Background: an optimization exercise with open tools, aiming at small area. Do not read the settings as production practice.
Where RTL was checked, it was by simulation tests only, not by an equivalence proof against the original.
The clock input has no modelled driver; a real chip could not lean on it and would need a root buffer or a full tree.
Power and IR drop assume default switching activity.

Design pong_vga_top, start of the top module:
module pong_vga_top(
	input ClkPort,
	input rst,  
	input BtnC,
	input BtnU,
	input BtnD,
	input BtnL,
	input BtnR,
	output hSync, vSync,
	output [3:0] vgaR, vgaG, vgaB,
	output An0, An1, An2, An3, An4, An5, An6, An7,
	output Ca, Cb, Cc, Cd, Ce, Cf, Cg, Dp,
	output MemOE, MemWR, RamCS, QuadSpiFlashCS
	);
For scale: about 780 cells after synthesis, ~41 I/O pins.
clock: 120.0 ns
lec_check: 0
cap_margin: 20
core_margin: 2
core_utilization: 40
cts_buf_list: sky130_fd_sc_hd__clkbuf_2 sky130_fd_sc_hd__clkbuf_4 sky130_fd_sc_hd__clkbuf_8
slew_margin: 20
run.sh (not shown) runs the stock make flow with config.mk's settings and CLKGATE_MAP_FILE= SYNTH_SCRIPT=/design/flow/synth_recipe.tcl, a recipe that flattens the netlist after the stock synthesis.
Edit:
Settings changed: CTS_BUF_LIST sky130_fd_sc_hd__clkbuf_2 sky130_fd_sc_hd__clkbuf_4 sky130_fd_sc_hd__clkbuf_8 to sky130_fd_sc_hd__clkbuf_8, CTS_CLUSTER_SIZE set to 20.
Final area stays flat. Total power is lower slightly. Die area stays the same. Worst setup slack is better by 5.5 ps. Cell count does not change. Fmax barely changes. Synthesized area does not change. Sequential power is about the same. Non-clock buffer count is unchanged. Register-to-register slack barely changes. Clock power hardly moves.
No functional check of the RTL was part of any run of this note.

* * *

## try-harbor
Another version of the RTL of pong_vga_top (not shown whole).
Size in the first run: roughly 750 cells after synthesis, roughly 41 I/O pins, ~7100 sq um of cells after synthesis.
==> flow/config.mk <==
export PLATFORM = sky130hd
export DESIGN_NAME = pong_vga_top
export DESIGN_NICKNAME = pong_vga_top
export VERILOG_FILES = /design/flow/design.v
export SDC_FILE = /design/flow/constraint.sdc
export NUM_CORES = 4
export LEC_CHECK = 0
export CAP_MARGIN = 20
export CORE_MARGIN = 2
export CORE_UTILIZATION = 40
export CTS_BUF_LIST = sky130_fd_sc_hd__clkbuf_2 sky130_fd_sc_hd__clkbuf_4 sky130_fd_sc_hd__clkbuf_8
export SLEW_MARGIN = 20
==> flow/constraint.sdc <==
create_clock -name core_clock -period 120.0 [get_ports {ClkPort}]
set_input_delay 24.0000 -clock core_clock [delete_from_list [all_inputs] [get_ports {ClkPort}]]
set_output_delay 24.0000 -clock core_clock [all_outputs]
set_load 0.01 [all_outputs]
standard.sh (not shown) runs the stock make flow with config.mk's settings and CLKGATE_MAP_FILE= SYNTH_SCRIPT=/design/flow/synth_recipe.tcl, a recipe that flattens the netlist after the stock synthesis.
==> flow/flow/run.sh <==
#!/bin/bash
# Own layout flow: the standard flow (standard.sh) with two changes in how
# the layout is made:
#  - ABC maps the logic with an area-oriented script (abc.script here) instead
#    of ORFS's speed script, whose buffering and upsizing aim at delay;
#  - the port buffers that global placement adds are sky130_fd_sc_hd__buf_1.
# Everything else (synthesis passes, floorplan, power grid, taps, CTS, routing)
# is the standard flow. Each tool's output goes to a log in this folder.
set -euo pipefail
here=$(pwd)
rm -rf "$here/scripts_mod"
cp -r "$FLOW_HOME/scripts" "$here/scripts_mod"
cp "$here/flow/abc.script" "$here/scripts_mod/abc_area.script"
export SCRIPTS_DIR="$here/scripts_mod"
export ABC_AREA=1
export BUFFER_PORTS_ARGS="-buffer_cell sky130_fd_sc_hd__buf_1"
bash standard.sh > "$here/standard_flow.log" 2>&1
==> flow/flow/abc.script <==
strash
dch
map -a
&get -n
&st
&dch
&nf -R 1000
&put
topo
dnsize -c
Edits applied to the flow inputs when going from try-harbor to try-delta:
diff --git a/flow/flow/run.sh b/flow/flow/run.sh
--- a/flow/flow/run.sh
+++ b/flow/flow/run.sh
@@ -2 +2 @@
-# Own layout flow: the standard flow (standard.sh) with two changes in how
+# Own layout flow: the standard flow (standard.sh) with these changes in how
@@ -5,0 +6,2 @@
+#  - Yosys's synth runs without its early "abc -fast", so the full adders
+#    are extracted from the written-out carry chains without inverters;
@@ -15,0 +18 @@
+export SYNTH_ARGS=-noabc
Results
Compare try-harbor and try-delta | area of the core lower: try-delta
try-delta: fraction of layout cells with a size suffix above 1 is 0.50 points higher than what try-harbor reported.
try-delta vs try-harbor, cell with the biggest individual delay on the critical path: fa_1 vs dfxtp_1
For the power per unit of standard cell area, try-delta came in 0.68 nW/um^2 higher than try-harbor did.
Global-route usage was lower in the run labelled try-harbor.
In try-delta the simple-gate share of the synthesized area turned out 1.3 points higher than in try-harbor.
Route | try-delta vs try-harbor | wire longer in try-delta
The clock tree skew after final layout of try-harbor and that of try-delta are within noise of each other.
Taking try-harbor as the reference, in try-delta count of inverters other than clock inverters in the layout saw a decrease, final critical-path required period saw an increase.
The inputs of try-onyx differ from those of try-delta as listed below.
diff --git a/flow/flow/run.sh b/flow/flow/run.sh
--- a/flow/flow/run.sh
+++ b/flow/flow/run.sh
@@ -18,0 +19 @@
+export CTS_ARGS="-sink_clustering_enable -repair_clock_nets -buf_list {sky130_fd_sc_hd__clkbuf_2 sky130_fd_sc_hd__clkbuf_4 sky130_fd_sc_hd__clkbuf_8} -sink_clustering_size 10 -sink_clustering_max_diameter 60 -dont_use_dummy_load"
[summary]
- In the tables for try-onyx and try-delta, core utilization reads higher with try-delta.
- Delta (try-onyx minus try-delta): met2 capacity usage during global routing dropped 0.33 points, final critical-path required period dropped 0.0078 ns, buffer share of cell area barely changed.
- Side by side, clock network fraction of design power turned out lower in try-onyx than in try-delta.
- Comparing count of clock-buffer cells in the layout for try-onyx and try-delta, the bigger number came from try-delta.
Relative to try-onyx, the following input files were edited for try-sierra:
diff --git a/flow/flow/run.sh b/flow/flow/run.sh
--- a/flow/flow/run.sh
+++ b/flow/flow/run.sh
@@ -2 +2 @@
-# Own layout flow: the standard flow (standard.sh) with these changes in how
+# Own layout flow: the standard flow (standard.sh) with two changes in how
@@ -19 +18,0 @@
-export CTS_ARGS="-sink_clustering_enable -repair_clock_nets -buf_list {sky130_fd_sc_hd__clkbuf_2 sky130_fd_sc_hd__clkbuf_4 sky130_fd_sc_hd__clkbuf_8} -sink_clustering_size 10 -sink_clustering_max_diameter 60 -dont_use_dummy_load"
==> run summary <==
- The post-detailed-route wirelength per cell of try-onyx and that of try-sierra are within noise of each other.
- On fmax, try-sierra and try-onyx are basically level.
- try-onyx has lower met1 routing resource usage after global routing than try-sierra.
- Part of the total power dissipated in combinational logic (try-sierra over try-onyx): decrease, 0.5 points

* * *

pong_vga_top, a different RTL version from the one above (not shown whole).
Size: ~830 cells after synthesis, ~110 flip-flops, roughly 41 I/O pins, ~0.0064 mm^2 of cells after synthesis.
// pong_vga_top
module pong_vga_top(
	input ClkPort,
	input rst,  
	input BtnC,
	input BtnU,
	input BtnD,
	input BtnL,
	input BtnR,
	output hSync, vSync,
	output [3:0] vgaR, vgaG, vgaB,
	output An0, An1, An2, An3, An4, An5, An6, An7,
	output Ca, Cb, Cc, Cd, Ce, Cf, Cg, Dp,
	output MemOE, MemWR, RamCS, QuadSpiFlashCS
	);
export LEC_CHECK = 0
export CAP_MARGIN = 0
export CORE_MARGIN = 2
export CORE_UTILIZATION = 40
export GPL_TIMING_DRIVEN = 0
export SLEW_MARGIN = 0
create_clock -name core_clock -period 120.0 [get_ports {ClkPort}]
==> flow/flow/run.sh <==
#!/bin/bash
# Own layout flow: the standard flow (standard.sh) with these changes in how
# the layout is made:
#  - ABC maps the logic with an area-oriented script (abc.script here: a
#    minute of &deepsyn AIG optimisation, then area mapping) instead
#    of ORFS's speed script, whose buffering and upsizing aim at delay;
#  - Yosys's synth runs without its early "abc -fast", and the adders are
#    not extracted into fa/ha cells (ADDER_MAP_FILE empty), so ABC maps the
#    written-out carry chains together with the logic around them;
#  - the port buffers that global placement adds are sky130_fd_sc_hd__buf_1;
#  - one tie cell drives all the constant outputs;
#  - the clock tree is flow/clock_tree.tcl: four clkbuf_16, each driving the
#    flip-flops of one region, instead of TritonCTS's two-level tree.
# Everything else (synthesis passes, floorplan, power grid, taps, placement,
# routing) is the standard flow. Each tool's output goes to a log in this folder.
set -euo pipefail
here=$(pwd)
rm -rf "$here/scripts_mod"
cp -r "$FLOW_HOME/scripts" "$here/scripts_mod"
cp "$here/flow/abc.script" "$here/scripts_mod/abc_area.script"
# the CTS step builds the clock tree with flow/clock_tree.tcl
sed -i "s|^log_cmd clock_tree_synthesis {\*}\$cts_args|source $here/flow/clock_tree.tcl|" "$here/scripts_mod/cts.tcl"
grep -q "source $here/flow/clock_tree.tcl" "$here/scripts_mod/cts.tcl"
export SCRIPTS_DIR="$here/scripts_mod"
export ABC_AREA=1
export SYNTH_ARGS=-noabc
export ADDER_MAP_FILE=
export SKIP_REPAIR_TIE_FANOUT=1
export REMOVE_ABC_BUFFERS=1
export BUFFER_PORTS_ARGS="-buffer_cell sky130_fd_sc_hd__buf_1"
bash standard.sh > "$here/standard_flow.log" 2>&1
Other scripts of this flow, unchanged in this note and not shown: flow/flow/abc.script, flow/flow/clock_tree.tcl
Edit:
--- a/flow/flow/run.sh
+++ b/flow/flow/run.sh
@@ -7,3 +7,2 @@
-#  - Yosys's synth runs without its early "abc -fast", and the adders are
-#    not extracted into fa/ha cells (ADDER_MAP_FILE empty), so ABC maps the
-#    written-out carry chains together with the logic around them;
+#  - Yosys's synth runs without its early "abc -fast", so the full adders
+#    are extracted from the written-out carry chains without inverters;
@@ -27 +25,0 @@
-export ADDER_MAP_FILE=
What happened: Global-route usage decreases by 2.0 points; final cell count decreases by about 17%; critical path depth rises by 7.
Edit:
--- a/flow/flow/run.sh
+++ b/flow/flow/run.sh
@@ -7,2 +7,2 @@
-#  - Yosys's synth runs without its early "abc -fast", so the full adders
-#    are extracted from the written-out carry chains without inverters;
+#  - the adders are not extracted into fa/ha cells (ADDER_MAP_FILE empty),
+#    so ABC maps the written-out carry chains with the logic around them;
@@ -25 +25 @@
-export SYNTH_ARGS=-noabc
+export ADDER_MAP_FILE=
What happened: Die area came out lower by 5.9%; routed wire length came out higher by 15%; fmax came out higher by 12%; cell area came out lower by 5.9%; setup slack improves by 3.2 ns; first-iteration DRC count came out higher by 9.5%; utilization came out lower by 0.31 points.
No run of this note takes its clock network from TritonCTS; it comes from the design's own scripts or RTL.

* * *

RTL: one of the versions met above, not the one the previous note started from.
Size: ~780 cells after synthesis, about 110 flip-flops, about 7500 um2 of cells after synthesis.
Design pong_vga_top, start of the top module:
module pong_vga_top(
	input ClkPort,
	input rst,  
	input BtnC,
	input BtnU,
	input BtnD,
	input BtnL,
	input BtnR,
	output hSync, vSync,
	output [3:0] vgaR, vgaG, vgaB,
	output An0, An1, An2, An3, An4, An5, An6, An7,
	output Ca, Cb, Cc, Cd, Ce, Cf, Cg, Dp,
	output MemOE, MemWR, RamCS, QuadSpiFlashCS
	);
Settings: LEC_CHECK=0, CAP_MARGIN=20, CORE_MARGIN=2, CORE_UTILIZATION=75, CTS_BUF_LIST=sky130_fd_sc_hd__clkbuf_8, PLACE_DENSITY=0.85, SLEW_MARGIN=20; clock period 120.0 ns.
run.sh (not shown) runs the stock make flow with config.mk's settings and CLKGATE_MAP_FILE= SYNTH_SCRIPT=/design/flow/synth_recipe.tcl, a recipe that flattens the netlist after the stock synthesis.
Stock flow here: none of the scripts above is used.
The baseline finished clean.
Change:
==> flow/flow/run.sh (new file) <==
#!/bin/bash
# Own layout flow: the standard flow (standard.sh) with these changes in how
# the layout is made:
#  - ABC maps the logic with an area-oriented script (abc.script here) instead
#    of ORFS's speed script, whose buffering and upsizing aim at delay;
#  - Yosys's synth runs without its early "abc -fast", so the full adders
#    are extracted from the written-out carry chains without inverters;
#  - the port buffers that global placement adds are sky130_fd_sc_hd__buf_1.
# Everything else (synthesis passes, floorplan, power grid, taps, CTS, routing)
# is the standard flow. Each tool's output goes to a log in this folder.
set -euo pipefail
here=$(pwd)
rm -rf "$here/scripts_mod"
cp -r "$FLOW_HOME/scripts" "$here/scripts_mod"
cp "$here/flow/abc.script" "$here/scripts_mod/abc_area.script"
export SCRIPTS_DIR="$here/scripts_mod"
export ABC_AREA=1
export SYNTH_ARGS=-noabc
export CTS_ARGS="-sink_clustering_enable -repair_clock_nets -buf_list {sky130_fd_sc_hd__clkbuf_4 sky130_fd_sc_hd__clkbuf_8} -dont_use_dummy_load"
export BUFFER_PORTS_ARGS="-buffer_cell sky130_fd_sc_hd__buf_1"
bash standard.sh > "$here/standard_flow.log" 2>&1
==> flow/flow/abc.script (new file) <==
strash
dch
map -a
&get -n
&st
&dch
&nf -R 1000
&put
topo
dnsize -c
==> flow/standard.sh (new file) <==
#!/bin/bash
# synth_recipe.tcl (not shown) runs the flow's synth.tcl, then flattens the netlist and writes it again
# the make line also repeats each setting of config.mk as NAME=value (left out here)
make -C /OpenROAD-flow-scripts/flow DESIGN_CONFIG=/design/flow/config.mk WORK_HOME=/design/flow/orfs CLKGATE_MAP_FILE= SYNTH_SCRIPT=/design/flow/synth_recipe.tcl "${@:-finish}"
Settings changed: CORE_UTILIZATION 75 to 40, CTS_BUF_LIST sky130_fd_sc_hd__clkbuf_8 to sky130_fd_sc_hd__clkbuf_2 sky130_fd_sc_hd__clkbuf_4 sky130_fd_sc_hd__clkbuf_8, PLACE_DENSITY 0.85 to default.
removed: flow/run.sh
Effect: Die area grows by well over a third. Final cell count increases by a few percent. Routed wire length falls by a few percent. Global-route usage goes down by 14 points. Cell area shrinks by a few percent. Clock power went down by about a fifth. Flip-flop and latch count is unchanged. Register-to-register slack got worse by 1200 ps.

* * *

## trial 76
Another version of the RTL of pong_vga_top (not shown whole).
Size in the first run: ~110 flip-flops, roughly 41 I/O pins.
export LEC_CHECK = 0
export CAP_MARGIN = 0
export CORE_MARGIN = 2
export CORE_UTILIZATION = 40
export GPL_TIMING_DRIVEN = 0
export SLEW_MARGIN = 0
create_clock -name core_clock -period 120.0 [get_ports {ClkPort}]
standard.sh (not shown) runs the stock make flow with config.mk's settings and CLKGATE_MAP_FILE= SYNTH_SCRIPT=/design/flow/synth_recipe.tcl, a recipe that flattens the netlist after the stock synthesis.
==> flow/flow/run.sh <==
#!/bin/bash
# Own layout flow: the standard flow (standard.sh) with these changes in how
# the layout is made:
#  - ABC maps the logic with an area-oriented script (abc.script here:
#    150 s of &deepsyn AIG optimisation, then area mapping) instead
#    of ORFS's speed script, whose buffering and upsizing aim at delay;
#  - the adders are not extracted into fa/ha cells (ADDER_MAP_FILE empty),
#    so ABC maps the written-out carry chains with the logic around them;
#  - the port buffers that global placement adds are sky130_fd_sc_hd__buf_1;
#  - one tie cell drives all the constant outputs;
#  - the clock tree is flow/clock_tree.tcl: four clkbuf_16, each driving the
#    flip-flops of one region, instead of TritonCTS's two-level tree.
# Everything else (synthesis passes, floorplan, power grid, taps, placement,
# routing) is the standard flow. Each tool's output goes to a log in this folder.
set -euo pipefail
here=$(pwd)
rm -rf "$here/scripts_mod"
cp -r "$FLOW_HOME/scripts" "$here/scripts_mod"
cp "$here/flow/abc.script" "$here/scripts_mod/abc_area.script"
# the CTS step builds the clock tree with flow/clock_tree.tcl
sed -i "s|^log_cmd clock_tree_synthesis {\*}\$cts_args|source $here/flow/clock_tree.tcl|" "$here/scripts_mod/cts.tcl"
grep -q "source $here/flow/clock_tree.tcl" "$here/scripts_mod/cts.tcl"
export SCRIPTS_DIR="$here/scripts_mod"
export ABC_AREA=1
export ADDER_MAP_FILE=
export SKIP_REPAIR_TIE_FANOUT=1
export REMOVE_ABC_BUFFERS=1
export BUFFER_PORTS_ARGS="-buffer_cell sky130_fd_sc_hd__buf_1"
bash standard.sh > "$here/standard_flow.log" 2>&1
==> flow/flow/abc.script <==
strash
&get -n
&st
&deepsyn -T 150
&dch
&nf -R 1000
&put
Other scripts of this flow, unchanged in this note and not shown: flow/flow/clock_tree.tcl
Trial 76 ended with every stage complete and zero timing, DRC or antenna violations.
#### Input delta (trial 87 over trial 76)
-- flow/flow/run.sh --
<<< trial 76, line 4
#  - ABC maps the logic with an area-oriented script (abc.script here:
#    150 s of &deepsyn AIG optimisation, then area mapping) instead
>>> trial 87, line 4
#  - ABC maps the logic with an area-oriented script (abc.script here: a
#    minute of &deepsyn AIG optimisation, then area mapping) instead
==> flow/flow/abc.script <==
strash
&get -n
&st
&deepsyn -T 60
&dch
&nf -R 1000
&put
### Flow results
The run showing the smaller first-pass GRT wire length is trial 87. Trial 87: post-synthesis cell count is about 1.3% higher than what trial 76 reported. Run comparison: trial 87 most common library cell in the layout ignoring fill and taps dfxtp_1; trial 76 most common library cell in the layout ignoring fill and taps nor2_1. Power density normalized to cell area in trial 87 is 0.44% below trial 76. Going from trial 76 to trial 87, the setup slack was found to have gone down by 0.021 ns. ~same vertical extent of the die in trial 87 and trial 76. Relative to trial 76, via count decreased by about 1.5% in trial 87.
In every run of this note, the design's own scripts or RTL, not TritonCTS, make the clock network.

## port drivers added, routing unchanged
The flow's constraints put no driver on any port. The routed layouts listed below were extracted and timed again, unchanged, in two steps. Step 1, drivers: a clkbuf_16 drives ClkPort and a buf_2 each remaining input, both assumed. Step 2 also shifts input and output timing later by t, the mid clock arrival at the registers, as if the neighbouring blocks saw the same clock. a / b / c = ideal / step 1 / step 2; a / b = the first two.
run | shift t [ns] | setup slack, ns | worst hold slack (ns) | cell pins on the clock port's net
the first run of note 1 | 0.435 | 89.187 / 89.148 / 89.584 | 0.477 / 0.477 / 0.477 | 1
the second run of note 1 | 0.439 | 89.193 / 89.154 / 89.592 | 0.479 / 0.479 / 0.479 | 1
try-harbor | 0.425 | 89.704 / 89.667 / 90.093 | 0.493 / 0.493 / 0.493 | 1
try-delta | 0.434 | 89.560 / 89.521 / 89.956 | 0.503 / 0.503 / 0.503 | 1
try-onyx | 0.417 | 89.568 / 89.529 / 89.946 | 0.500 / 0.500 / 0.500 | 1
try-sierra | 0.434 | 89.560 / 89.521 / 89.956 | 0.503 / 0.503 / 0.503 | 1
the first run of note 3 | 0.257 | 92.288 / 92.194 / 92.451 | 0.474 / 0.474 / 0.474 | 4
the second run of note 3 | 0.253 | 89.034 / 88.944 / 89.197 | 0.496 / 0.496 / 0.496 | 4
the third run of note 3 | 0.260 | 92.280 / 92.188 / 92.447 | 0.492 / 0.492 / 0.492 | 4
the first run of note 4 | 0.415 | 88.944 / 88.907 / 89.322 | 0.481 / 0.481 / 0.481 | 1
the second run of note 4 | 0.417 | 89.568 / 89.529 / 89.946 | 0.500 / 0.500 / 0.500 | 1
trial 76 | 0.253 | 92.458 / 92.370 / 92.623 | 0.470 / 0.470 / 0.470 | 4
trial 87 | 0.257 | 92.437 / 92.343 / 92.600 | 0.482 / 0.482 / 0.482 | 4
After both steps setup and hold are still met in every run listed.
